This is an optimization exercise on Yosys and OpenROAD, whose aim is small area, not a production implementation.
Function was checked by simulation only, so behaviour that the tests miss may differ from the original.
Power figures rest on the tool's default switching activity, not on a simulated workload.

==> module Period_Measurer, before the edit <==
module Period_Measurer(si, si0, Dh, Dl, Dh_ok, Dl_ok, init, locked, gen_idle, lag_end, clk, rst);
   input  wire si;
   output reg  si0;
   output wire [15:0] Dh;
   output wire [15:0] Dl;
   output reg  Dh_ok;       
   output reg  Dl_ok;
   input  wire init;
   output reg  locked;
   input  wire gen_idle;    
   input  wire lag_end;     
   input  wire clk;
   input  wire rst;
   localparam [25:0] NUM = 26'd50000000;
   always @(posedge clk) si0 <= rst ? 1'b0 : si;
   wire si_rise = ~si0 & si;
   reg [31:0] base_h, base_l;
   reg [11:0] bc;            
   reg [1:0]  stt;           
   reg [1:0]  ph;            
   reg [19:0] R;             
   wire last = (stt == 2'd1) & si_rise & (bc == 12'd0);
   wire cnt_h = ((stt == 2'd0) & si_rise) | ((stt == 2'd1) & si & ~last);
   wire cnt_l = (stt == 2'd1) & ~si;
   wire [31:0] bh_inc, bl_inc;
   rc_inc #(32) u_bh(.a(base_h), .ci(cnt_h), .s(bh_inc));
   rc_inc #(32) u_bl(.a(base_l), .ci(cnt_l), .s(bl_inc));
   wire div = (stt == 2'd2);
   wire [19:0] Q   = {base_l[7:0], base_h[11:0]};
   wire [19:0] th;
   rc_add #(20) u_th(.a(Q), .b(20'd1000), .ci(1'b0), .s(th), .co());
   wire [19:0] dv  = ph[0] ? th : (ph[1] ? base_l[31:12] : base_h[31:12]);
   wire [20:0] T   = {R, NUM[bc[4:0]]};
   wire [20:0] Tm;
   wire        qb;
   rc_add #(21) u_sub(.a(T), .b(~{1'b0, dv}), .ci(1'b1), .s(Tm), .co(qb));
   wire [19:0] Rn  = qb ? Tm[19:0] : T[19:0];
   wire qsh = div & ~ph[0];
   wire jz = (bc[4:0] == 5'd0);
   wire bc_en = div | ((stt == 2'd1) & si_rise);
   wire [11:0] bc_dec;
   rc_add #(12) u_bc(.a(bc), .b({12{bc_en}}), .ci(1'b0), .s(bc_dec), .co());
   always @(posedge clk)
     R <= last ? {16'd0, NUM[25:22]} :
          jz   ? (ph[0] ? {16'd0, NUM[25:22]} : {10'd0, NUM[25:16]}) : Rn;
   assign Dh = base_h[31:16];
   assign Dl = base_l[31:16];
   wire clr_hi = rst | lag_end | (init & gen_idle);
   wire dsh_h = div & (ph == 2'd1);
   wire dsh_l = div & (ph == 2'd3);
   always @(posedge clk) begin
     base_h[31:16] <= clr_hi ? 16'd0 : dsh_h ? {base_h[30:16], qb} : bh_inc[31:16];
     base_l[31:16] <= clr_hi ? 16'd0 : dsh_l ? {base_l[30:16], qb} : bl_inc[31:16];
   end
   always @(posedge clk)
     if (init | rst) begin
        stt    <= 2'd0;
        locked <= 1'b0;
        base_h[15:0] <= 16'd0;
        base_l[15:0] <= 16'd0;
        bc     <= 12'hfff;
     end else begin
        base_h[15:12] <= bh_inc[15:12];
        base_h[11:0]  <= qsh ? {base_h[10:0], qb} : bh_inc[11:0];
        base_l[15:8]  <= bl_inc[15:8];
        base_l[7:0]   <= qsh ? {base_l[6:0], base_h[11]} : bl_inc[7:0];
        bc <= last ? 12'd21 : (div & jz) ? (ph[0] ? 12'd21 : 12'd15) : bc_dec;
        case (stt)
          2'd0: if (si_rise) stt <= 2'd1;
          2'd1: if (last) begin
                   stt <= 2'd2;
                   ph  <= 2'd0;
                   Dh_ok <= 1'b0;
                   Dl_ok <= 1'b0;
                end
          2'd2: begin
                   if (ph == 2'd0 && bc[4:0] == 5'd14) locked <= 1'b1;
                   if (jz) begin
                      ph <= ph + 1'b1;
                      if (ph == 2'd1) Dh_ok <= 1'b1;
                      if (ph == 2'd3) begin
                         Dl_ok <= 1'b1;
                         stt <= 2'd3;
                      end
                   end
                end
          default: ;
        endcase
     end
endmodule
==> module output_pulse, before the edit <==
module output_pulse(Dh, Dl, Dh_ok, Dl_ok, so, CLK, rst, locked, rise, fall_done, idle);
    input wire [15:0] Dh;
    input wire [15:0] Dl;
    input wire Dh_ok;        
    input wire Dl_ok;
    input wire CLK;
    input wire rst;
    input wire locked;
    output wire so;
    output wire rise;
    output wire fall_done;
    output wire idle;
    reg so_reg;
    reg [1:0] st;            
    reg [15:0] cnt;          
    wire [15:0] cn;
    rc_inc #(16) u_inc(.a(cnt), .ci(1'b1), .s(cn));
    wire g = locked & ~rst;
    wire hit = (st == 2'd1) ? (Dh_ok & (cn == Dh)) : (Dl_ok & (cn == Dl));
    assign rise = g & (st == 2'd0);
    assign fall_done = (st == 2'd0) & (cnt == 16'd5000);
    assign idle = (st == 2'd0) & (cnt == 16'd0);
    always @(posedge CLK) begin
        so_reg <= g & (st == 2'd1);
        if (g) begin
            case (st)
            2'd0: st <= 2'd3;
            2'd1: if (hit) st <= 2'd2;
            2'd2: if (hit) st <= 2'd1;
            2'd3: st <= 2'd1;
            endcase
            cnt <= (st[0] ^ st[1]) & ~hit ? cn : 16'd0;
        end else begin
            st <= 2'd0;
            cnt <= (rst | fall_done) ? 16'd0 :
                   (st != 2'd0) ? 16'd1 :
                   (cnt != 16'd0) ? cn : 16'd0;
        end
    end
    assign so = so_reg;
endmodule
==> module channel, before the edit <==
module channel #(parameter K = 125, parameter BW = 25, parameter L = 975) (
    input CLK, input rst, input init, input c,
    input [BW-1:0] W, input bnd, input rok, input tick,
    output B, output mix, output so, output fil, output [15:0] result
);
    wire sync, B0, locked, rise, fall_done, gen_idle, so_d;
    wire [15:0] Dh, Dl;
    wire Dh_ok, Dl_ok;
    Metastable_Remover mr(.signal_in(c), .signal_out(sync), .clk(CLK));
    Bounce_Remover br(.si(sync), .so(B), .clk(CLK), .rst(rst));
    Period_Measurer pm(.si(B), .si0(B0), .Dh(Dh), .Dl(Dl), .Dh_ok(Dh_ok), .Dl_ok(Dl_ok), .init(init), .locked(locked), .gen_idle(gen_idle), .lag_end(fall_done), .clk(CLK), .rst(rst));
    output_pulse op(.Dh(Dh), .Dl(Dl), .Dh_ok(Dh_ok), .Dl_ok(Dl_ok), .so(so), .CLK(CLK), .rst(rst), .locked(locked), .rise(rise), .fall_done(fall_done), .idle(gen_idle));
    lag_pulse lp(.Dh(Dh), .Dl(Dl), .Dh_ok(Dh_ok), .Dl_ok(Dl_ok), .so(so_d), .CLK(CLK), .rst(rst), .rise(rise), .fall_done(fall_done));
    mixer mx(.ref_pulse(so), .pdm_pulse(B), .mixer_out(mix));
    dfil_new #(.K(K), .BW(BW), .L(L)) df(.indata(mix), .B(B), .B0(B0), .so_d(so_d), .W(W), .bnd(bnd), .rok(rok),
        .CLK(CLK), .rst(rst), .out(fil));
    counter_new cn(.pulse(fil), .CLK(CLK), .rst(rst), .tick(tick), .result(result));
endmodule
Settings: LEC_CHECK=0, CAP_MARGIN=20, CORE_MARGIN=2, CORE_UTILIZATION=50, CTS_BUF_LIST=sky130_fd_sc_hd__clkbuf_8, CTS_CLUSTER_DIAMETER=80, CTS_CLUSTER_SIZE=16, PLACE_DENSITY=0.6, SLEW_MARGIN=20; clock period 110.0 ns.
run.sh (not shown) runs the stock make flow with config.mk's settings and CLKGATE_MAP_FILE= SYNTH_SCRIPT=/design/flow/synth_recipe.tcl, a recipe that flattens the netlist after the stock synthesis.
Then changed:
--- a/flow/design.v
+++ b/flow/design.v
@@ -98,19 +98,17 @@
         end
     end
     assign result = countResult;
 endmodule
-module Period_Measurer(si, si0, Dh, Dl, Dh_ok, Dl_ok, init, locked, gen_idle, lag_end, clk, rst);
+module Period_Measurer(si, si0, Dh, Dl, Dh_ok, Dl_ok, init, locked, clk, rst);
    input  wire si;
    output reg  si0;
-   output wire [15:0] Dh;
-   output wire [15:0] Dl;
+   output reg [15:0] Dh;
+   output reg [15:0] Dl;
    output reg  Dh_ok;       
    output reg  Dl_ok;
    input  wire init;
    output reg  locked;
-   input  wire gen_idle;    
-   input  wire lag_end;     
    input  wire clk;
    input  wire rst;
    localparam [25:0] NUM = 26'd50000000;
    always @(posedge clk) si0 <= rst ? 1'b0 : si;
@@ -143,28 +141,19 @@
    rc_add #(12) u_bc(.a(bc), .b({12{bc_en}}), .ci(1'b0), .s(bc_dec), .co());
    always @(posedge clk)
      R <= last ? {16'd0, NUM[25:22]} :
           jz   ? (ph[0] ? {16'd0, NUM[25:22]} : {10'd0, NUM[25:16]}) : Rn;
-   assign Dh = base_h[31:16];
-   assign Dl = base_l[31:16];
-   wire clr_hi = rst | lag_end | (init & gen_idle);
-   wire dsh_h = div & (ph == 2'd1);
-   wire dsh_l = div & (ph == 2'd3);
-   always @(posedge clk) begin
-     base_h[31:16] <= clr_hi ? 16'd0 : dsh_h ? {base_h[30:16], qb} : bh_inc[31:16];
-     base_l[31:16] <= clr_hi ? 16'd0 : dsh_l ? {base_l[30:16], qb} : bl_inc[31:16];
-   end
    always @(posedge clk)
      if (init | rst) begin
         stt    <= 2'd0;
         locked <= 1'b0;
-        base_h[15:0] <= 16'd0;
-        base_l[15:0] <= 16'd0;
+        base_h <= 32'd0;
+        base_l <= 32'd0;
         bc     <= 12'hfff;
      end else begin
-        base_h[15:12] <= bh_inc[15:12];
+        base_h[31:12] <= bh_inc[31:12];
         base_h[11:0]  <= qsh ? {base_h[10:0], qb} : bh_inc[11:0];
-        base_l[15:8]  <= bl_inc[15:8];
+        base_l[31:8]  <= bl_inc[31:8];
         base_l[7:0]   <= qsh ? {base_l[6:0], base_h[11]} : bl_inc[7:0];
         bc <= last ? 12'd21 : (div & jz) ? (ph[0] ? 12'd21 : 12'd15) : bc_dec;
         case (stt)
           2'd0: if (si_rise) stt <= 2'd1;
@@ -174,8 +163,10 @@
                    Dh_ok <= 1'b0;
                    Dl_ok <= 1'b0;
                 end
           2'd2: begin
+                   if (ph == 2'd1) Dh <= {Dh[14:0], qb};
+                   if (ph == 2'd3) Dl <= {Dl[14:0], qb};
                    if (ph == 2'd0 && bc[4:0] == 5'd14) locked <= 1'b1;
                    if (jz) begin
                       ph <= ph + 1'b1;
                       if (ph == 2'd1) Dh_ok <= 1'b1;
@@ -188,9 +179,9 @@
           default: ;
         endcase
      end
 endmodule
-module output_pulse(Dh, Dl, Dh_ok, Dl_ok, so, CLK, rst, locked, rise, fall_done, idle);
+module output_pulse(Dh, Dl, Dh_ok, Dl_ok, so, CLK, rst, locked, rise, fall_done);
     input wire [15:0] Dh;
     input wire [15:0] Dl;
     input wire Dh_ok;        
     input wire Dl_ok;
@@ -199,9 +190,8 @@
     input wire locked;
     output wire so;
     output wire rise;
     output wire fall_done;
-    output wire idle;
     reg so_reg;
     reg [1:0] st;            
     reg [15:0] cnt;          
     wire [15:0] cn;
@@ -209,9 +199,8 @@
     wire g = locked & ~rst;
     wire hit = (st == 2'd1) ? (Dh_ok & (cn == Dh)) : (Dl_ok & (cn == Dl));
     assign rise = g & (st == 2'd0);
     assign fall_done = (st == 2'd0) & (cnt == 16'd5000);
-    assign idle = (st == 2'd0) & (cnt == 16'd0);
     always @(posedge CLK) begin
         so_reg <= g & (st == 2'd1);
         if (g) begin
             case (st)
@@ -575,15 +564,15 @@
     input CLK, input rst, input init, input c,
     input [BW-1:0] W, input bnd, input rok, input tick,
     output B, output mix, output so, output fil, output [15:0] result
 );
-    wire sync, B0, locked, rise, fall_done, gen_idle, so_d;
+    wire sync, B0, locked, rise, fall_done, so_d;
     wire [15:0] Dh, Dl;
     wire Dh_ok, Dl_ok;
     Metastable_Remover mr(.signal_in(c), .signal_out(sync), .clk(CLK));
     Bounce_Remover br(.si(sync), .so(B), .clk(CLK), .rst(rst));
-    Period_Measurer pm(.si(B), .si0(B0), .Dh(Dh), .Dl(Dl), .Dh_ok(Dh_ok), .Dl_ok(Dl_ok), .init(init), .locked(locked), .gen_idle(gen_idle), .lag_end(fall_done), .clk(CLK), .rst(rst));
-    output_pulse op(.Dh(Dh), .Dl(Dl), .Dh_ok(Dh_ok), .Dl_ok(Dl_ok), .so(so), .CLK(CLK), .rst(rst), .locked(locked), .rise(rise), .fall_done(fall_done), .idle(gen_idle));
+    Period_Measurer pm(.si(B), .si0(B0), .Dh(Dh), .Dl(Dl), .Dh_ok(Dh_ok), .Dl_ok(Dl_ok), .init(init), .locked(locked), .clk(CLK), .rst(rst));
+    output_pulse op(.Dh(Dh), .Dl(Dl), .Dh_ok(Dh_ok), .Dl_ok(Dl_ok), .so(so), .CLK(CLK), .rst(rst), .locked(locked), .rise(rise), .fall_done(fall_done));
     lag_pulse lp(.Dh(Dh), .Dl(Dl), .Dh_ok(Dh_ok), .Dl_ok(Dl_ok), .so(so_d), .CLK(CLK), .rst(rst), .rise(rise), .fall_done(fall_done));
     mixer mx(.ref_pulse(so), .pdm_pulse(B), .mixer_out(mix));
     dfil_new #(.K(K), .BW(BW), .L(L)) df(.indata(mix), .B(B), .B0(B0), .so_d(so_d), .W(W), .bnd(bnd), .rok(rok),
         .CLK(CLK), .rst(rst), .out(fil));
Setup slack gains 0.050 ns.
Power goes up by 2.9%.
Hold slack loses 0.011 ns.
Combinational power stays flat.
Die area goes up by 1.7%.
Routed wire length goes down by about 0.9%.
Area after synthesis goes up by about 1.7%.
Utilization goes up by 0.31 points.
Count of clock-buffer cells in the layout goes up by 10.
Via count goes down by about 1%.
Final area goes up by about 2%.
Clock power goes up by 4.0%.
Non-clock buffer count goes up by 1.
Final cell count stays flat.
